Context: an optimization exercise on an open-source flow, tuned for small area and a short achievable clock period. The choices shown serve that exercise and are no tape-out recipe. The RTL was checked by simulation tests, not by an equivalence proof against the original design. Power figures rest on the tool's default switching activity, not on a simulated workload.

==> flow/design.v (excerpt) <==
module mac(input clk, input rst, input [15:0] x, input [15:0] y, output [31:0] acc);
reg r0_0;
reg r1_0;
reg r2_0;
reg r3_0;
reg r4_0;
reg r5_0;
reg r6_0;
reg r6_1;
reg r7_0;
reg r7_1;
reg r8_0;
reg r8_1;
reg r9_0;
reg r9_1;
reg r10_0;
reg r10_1;
reg r11_0;
reg r11_1;
reg r12_0;
reg r12_1;
reg r13_0;
reg r13_1;
reg r14_0;
reg r14_1;
reg r15_0;
reg r15_1;
reg r16_0;
reg r16_1;
reg r17_0;
reg r17_1;
reg r18_0;
reg r18_1;
reg r19_0;
reg r19_1;
reg r20_0;
reg r20_1;
reg r21_0;
reg r21_1;
reg r22_0;
reg r22_1;
reg r23_0;
reg r23_1;
reg r24_0;
reg r24_1;
reg r25_0;
reg r25_1;
reg r26_0;
reg r26_1;
reg r27_0;
reg r27_1;
reg r28_0;
reg r28_1;
reg r29_0;
reg r29_1;
reg r30_0;
reg r30_1;
reg r31_0;
reg rci;
wire p1;
wire p2;
wire p3;
wire p4;
wire p5;
wire p6;
wire p7;
wire p8;
wire p9;
wire p10;
wire p11;
wire p12;
wire p13;
wire p14;
wire p15;
wire p16;
wire p17;
wire p18;
wire p19;
wire p20;
wire p21;
wire p22;
wire p23;
wire p24;
wire p25;
wire p26;
wire p27;
wire p28;
wire p29;
wire p30;
wire p31;
wire p32;
wire p33;
wire p34;
wire p35;
wire p36;
wire p37;
wire p38;
wire p39;
wire p40;
wire p41;
wire p42;
wire p43;
wire p44;
wire p45;
wire p46;
wire p47;
wire p48;
wire p49;
wire p50;
wire p51;
wire p52;
wire p53;
wire p54;
wire p55;
wire p56;
wire p57;
wire p58;
wire p59;
wire p60;
wire p61;
wire p62;
wire p63;
wire p64;
wire p65;
wire p66;
wire p67;
wire p68;
wire p69;
wire p70;
wire p71;
wire p72;
wire p73;
wire p74;
wire p75;
wire p76;
wire p77;
wire p78;
wire p79;
wire p80;
wire p81;
wire p82;
wire p83;
wire p84;
wire p85;
wire p86;
wire p87;
wire p88;
wire p89;
wire p90;
wire p91;
wire p92;
wire p93;
wire p94;
wire p95;
wire p96;
wire p97;
wire p98;
wire p99;
wire p100;
wire p101;
wire p102;
wire p103;
wire p104;
wire p105;
wire p106;
wire p107;
wire p108;
wire p109;
wire p110;
wire p111;
wire p112;
wire p113;
wire p114;
wire p115;
wire p116;
wire p117;
wire p118;
wire p119;
wire p120;
wire p121;
wire p122;
wire p123;
wire p124;
wire p125;
wire p126;
wire p127;
wire p128;
wire p129;
wire p130;
wire p131;
wire p132;
wire p133;
wire p134;
wire p135;
wire p136;
wire p137;
wire p138;
wire p139;
wire p140;
  ...
Size: roughly 920 cells after synthesis, about 58 flip-flops, ~9600 sq um of cells after synthesis.
==> flow/config.mk <==
export PLATFORM = sky130hd
export DESIGN_NAME = mac
export DESIGN_NICKNAME = mac
export VERILOG_FILES = /design/flow/design.v
export SDC_FILE = /design/flow/constraint.sdc
export NUM_CORES = 4
export LEC_CHECK = 0
export CAP_MARGIN = 20
export CORE_MARGIN = 2
export CORE_UTILIZATION = 40
export SLEW_MARGIN = 20
export SYNTH_HIERARCHICAL = 1
export SYNTH_MINIMUM_KEEP_SIZE = 0
export SETUP_SLACK_MARGIN = 11.5
export DONT_BUFFER_PORTS = 1
export PRE_GLOBAL_PLACE_TCL = /design/flow/flow/ports.tcl
export CTS_ARGS = -sink_clustering_enable -repair_clock_nets -dont_use_dummy_load 
==> flow/constraint.sdc <==
create_clock -name core_clock -period 18.0 [get_ports {clk}]
set_input_delay 3.6000 -clock core_clock [delete_from_list [all_inputs] [get_ports {clk}]]
set_output_delay 3.6000 -clock core_clock [all_outputs]
set_load 0.01 [all_outputs]
standard.sh (not shown) runs the stock make flow with config.mk's settings and CLKGATE_MAP_FILE= SYNTH_SCRIPT=/design/flow/synth_recipe.tcl, a recipe that flattens the netlist after the stock synthesis.
==> flow/flow/run.sh <==
#!/bin/bash
# Layout: the standard ORFS flow (standard.sh, standard synthesis), with
#  - timing repair aimed at a setup slack of flow/margin ns, so the resizer
#    works on the real critical paths even though the clock period is loose,
#  - port buffers placed by flow/ports.tcl (every port gets its own buffer,
#    a stronger one on the inputs, which each drive 16 gates),
#  - a clock tree without dummy balancing loads and with the buffers in flow/cts.
# standard.log here holds make's output; ORFS's own logs are in orfs/logs.
set -euo pipefail
M=$(cat flow/margin)
CTS_EXTRA=$(cat flow/cts 2>/dev/null || true)
cat >> config.mk <<EOC
export SETUP_SLACK_MARGIN = $M
export DONT_BUFFER_PORTS = 1
export PRE_GLOBAL_PLACE_TCL = $PWD/flow/ports.tcl
export CTS_ARGS = -sink_clustering_enable -repair_clock_nets -dont_use_dummy_load $CTS_EXTRA
EOC
bash standard.sh > standard.log 2>&1
==> flow/flow/cts <==

==> flow/flow/margin <==
11.5
==> flow/flow/ports.tcl <==
# Buffer every input and output port (run before global placement).
puts "Perform port buffering (flow/ports.tcl)..."
buffer_ports -inputs -buffer_cell sky130_fd_sc_hd__buf_4
buffer_ports -outputs -buffer_cell sky130_fd_sc_hd__buf_1
The starting point finished clean.
Change:
==> flow/flow/run.sh (replaced) <==
#!/bin/bash
# Layout: the standard ORFS flow (standard.sh, standard synthesis), with
#  - timing repair aimed at a setup slack of SETUP_MARGIN ns, so the resizer
#    works on the real critical paths even though the clock period is loose,
#  - port buffers of a small cell (every port still gets its own buffer),
#  - a clock tree without dummy balancing loads.
# Each tool's output goes to standard.log here and ORFS's own logs in orfs/logs.
set -euo pipefail
M=$(cat flow/margin)
CTS_EXTRA=$(cat flow/cts 2>/dev/null || true)
cat >> config.mk <<EOC
export SETUP_SLACK_MARGIN = $M
export BUFFER_PORTS_ARGS = -buffer_cell sky130_fd_sc_hd__buf_2
export CTS_ARGS = -sink_clustering_enable -repair_clock_nets -dont_use_dummy_load $CTS_EXTRA
EOC
bash standard.sh > standard.log 2>&1
==> flow/flow/cts (replaced) <==
-buf_list sky130_fd_sc_hd__clkbuf_8 -root_buf sky130_fd_sc_hd__clkbuf_16 -sink_clustering_size 30
==> flow/flow/margin (replaced) <==
11
Settings changed: BUFFER_PORTS_ARGS from default to -buffer_cell sky130_fd_sc_hd__buf_2, CTS_ARGS -sink_clustering_enable -repair_clock_nets -dont_use_dummy_load  to -sink_clustering_enable -repair_clock_nets -dont_use_dummy_load -buf_list sky130_fd_sc_hd__clkbuf_8 -root_buf sky130_fd_sc_hd__clkbuf_16 -sink_clustering_size 30, DONT_BUFFER_PORTS 1 to default, PRE_GLOBAL_PLACE_TCL /design/flow/flow/ports.tcl to default, SETUP_SLACK_MARGIN 11.5 to 11.
removed: flow/flow/ports.tcl
The changed run passed the timing, design-rule and antenna checks.
Global-route usage drops by 0.22 points.
Design area climbs slightly.
Wire length drops slightly.
Count of clock-buffer cells in the layout stays the same.
Die area does not change.
Setup slack loses 0.45 ns.
Power climbs slightly.
Change:
==> flow/flow/run.sh (replaced) <==
#!/bin/bash
# Layout: the standard ORFS flow (standard.sh, standard synthesis), with
#  - timing repair aimed at a setup slack of flow/margin ns, so the resizer
#    works on the real critical paths even though the clock period is loose,
#  - port buffers placed by flow/ports.tcl (every port gets its own buffer,
#    a stronger one on the inputs, which each drive 16 gates),
#  - a clock tree without dummy balancing loads and with the buffers in flow/cts.
# standard.log here holds make's output; ORFS's own logs are in orfs/logs.
set -euo pipefail
M=$(cat flow/margin)
CTS_EXTRA=$(cat flow/cts 2>/dev/null || true)
cat >> config.mk <<EOC
export SETUP_SLACK_MARGIN = $M
export DONT_BUFFER_PORTS = 1
export PRE_GLOBAL_PLACE_TCL = $PWD/flow/ports.tcl
export CTS_ARGS = -sink_clustering_enable -repair_clock_nets -dont_use_dummy_load $CTS_EXTRA
EOC
bash standard.sh > standard.log 2>&1
==> flow/flow/cts (replaced) <==
-buf_list sky130_fd_sc_hd__clkbuf_4 -root_buf sky130_fd_sc_hd__clkbuf_4 -sink_clustering_size 30
==> flow/flow/ports.tcl (new file) <==
# Buffer every input and output port (run before global placement).
puts "Perform port buffering (flow/ports.tcl)..."
buffer_ports -inputs -buffer_cell sky130_fd_sc_hd__buf_4
buffer_ports -outputs -buffer_cell sky130_fd_sc_hd__buf_1
Settings changed: BUFFER_PORTS_ARGS -buffer_cell sky130_fd_sc_hd__buf_2 to default, CTS_ARGS -sink_clustering_enable -repair_clock_nets -dont_use_dummy_load -buf_list sky130_fd_sc_hd__clkbuf_8 -root_buf sky130_fd_sc_hd__clkbuf_16 -sink_clustering_size 30 to -sink_clustering_enable -repair_clock_nets -dont_use_dummy_load -buf_list sky130_fd_sc_hd__clkbuf_4 -root_buf sky130_fd_sc_hd__clkbuf_4 -sink_clustering_size 30, DONT_BUFFER_PORTS from default to 1, PRE_GLOBAL_PLACE_TCL from default to /design/flow/flow/ports.tcl.
Outcome:
- The new run passed the timing, design-rule and antenna checks
- total power goes down by 8.9%
- flip-flop and latch count does not change
- clock power goes down by 49%
- first-iteration DRC count goes up by 11%
Change:
--- a/flow/flow/run.sh
+++ b/flow/flow/run.sh
@@ -4,4 +4,5 @@
-#    works on the real critical paths even though the clock period is loose,
-#  - port buffers placed by flow/ports.tcl (every port gets its own buffer,
-#    a stronger one on the inputs, which each drive 16 gates),
-#  - a clock tree without dummy balancing loads and with the buffers in flow/cts.
+#    works on the real critical paths even though the clock period is loose
+#    (no gate cloning, so each port keeps exactly one buffer),
+#  - the standard port buffering (every port gets its own buffer), with the
+#    buffer cell in flow/portbuf,
+#  - a clock tree without dummy balancing loads, extra CTS options in flow/cts.
@@ -10,0 +12 @@
+PB=$(cat flow/portbuf)
@@ -14,2 +16,2 @@
-export DONT_BUFFER_PORTS = 1
-export PRE_GLOBAL_PLACE_TCL = $PWD/flow/ports.tcl
+export SKIP_GATE_CLONING = 1
+export BUFFER_PORTS_ARGS = -buffer_cell $PB
==> flow/flow/cts (replaced) <==
-buf_list sky130_fd_sc_hd__clkbuf_4 -root_buf sky130_fd_sc_hd__clkbuf_8
==> flow/flow/margin (replaced) <==
11.2
==> flow/flow/portbuf (new file) <==
sky130_fd_sc_hd__buf_1
Settings changed: BUFFER_PORTS_ARGS from default to -buffer_cell sky130_fd_sc_hd__buf_1, CORE_UTILIZATION 40 to 70, CTS_ARGS -sink_clustering_enable -repair_clock_nets -dont_use_dummy_load -buf_list sky130_fd_sc_hd__clkbuf_4 -root_buf sky130_fd_sc_hd__clkbuf_4 -sink_clustering_size 30 to -sink_clustering_enable -repair_clock_nets -dont_use_dummy_load -buf_list sky130_fd_sc_hd__clkbuf_4 -root_buf sky130_fd_sc_hd__clkbuf_8, DONT_BUFFER_PORTS 1 to default, PLACE_DENSITY from default to 0.8, PRE_GLOBAL_PLACE_TCL /design/flow/flow/ports.tcl to default, SETUP_SLACK_MARGIN 11 to 11.2, SKIP_GATE_CLONING from default to 1.
removed: flow/flow/ports.tcl
After rerunning: Final cell count goes down by 6.2%. Worst hold slack gets worse by 0.016 ns. Cell area increases by 2.8%. Wire length went down by 4.9%.
Change:
==> flow/flow/cts (replaced) <==

==> flow/flow/margin (replaced) <==
11.5
Settings changed: CORE_UTILIZATION 70 to 40, CTS_ARGS -sink_clustering_enable -repair_clock_nets -dont_use_dummy_load -buf_list sky130_fd_sc_hd__clkbuf_4 -root_buf sky130_fd_sc_hd__clkbuf_8 to -sink_clustering_enable -repair_clock_nets -dont_use_dummy_load , PLACE_DENSITY 0.8 to default, SETUP_SLACK_MARGIN 11.2 to 11.5.
Effect:
- die area climbs by well over a third
- final area went up by roughly a tenth
- synthesized area is unchanged
- via count rises by a few percent
- global-route usage goes down by 13 points
Change:
==> flow/flow/margin (replaced) <==
11.2
Settings changed: SETUP_SLACK_MARGIN 11.5 to 11.2.
Non-clock buffer count falls by 35.
Die area does not change.
Via count falls by 3.6%.
Flip-flop and latch count does not change.
Critical path depth falls by 1.
First-iteration DRC count falls by 14%.

==> what the ideal ports hide <==
How much do the figures lean on ideal ports? The routed layouts below were timed once more, with nothing changed but the port constraints.
Step 1 (the two cells are an assumption about what drives the block):
set clk [get_ports {clk}]
set_driving_cell -lib_cell sky130_fd_sc_hd__clkbuf_16 $clk
set_driving_cell -lib_cell sky130_fd_sc_hd__buf_2 [delete_from_list [all_inputs] $clk]
Step 2 adds t to the input delays and takes it off the output delays; t is the mean of the earliest and latest rising clock arrival at the registers after step 1. Input paths then give back, and output paths get back, about the clock's delay inside the block.
a / b / c = no drivers / after step 1 / after step 2; a / b = the first two.
run	t (ns)	setup WS [ns]	worst setup path at the end	clock arrival spread, ns	slew at the worst register clock pin (ns)
the first run	0.386	11.605 / 11.300 / 10.914	input to register	0.015 / 0.015	0.05 / 0.05
the second run	0.377	11.157 / 11.135 / 10.803	input to register	0.014 / 0.013	0.05 / 0.05
the third run	0.485	11.181 / 11.137 / 10.896	input to register	0.034 / 0.034	0.12 / 0.12
the fourth run	0.398	11.286 / 11.276 / 10.878	input to register	0.021 / 0.021	0.07 / 0.07
the fifth run	0.388	11.425 / 11.440 / 11.053	input to register	0.015 / 0.015	0.06 / 0.06
the sixth run	0.382	11.266 / 11.272 / 10.890	input to register	0.013 / 0.013	0.05 / 0.05
After both steps every run listed still meets setup and hold. The setup slack of the first run, which loses most, moves by -0.305 ns with the drivers and by -0.691 ns with both steps.
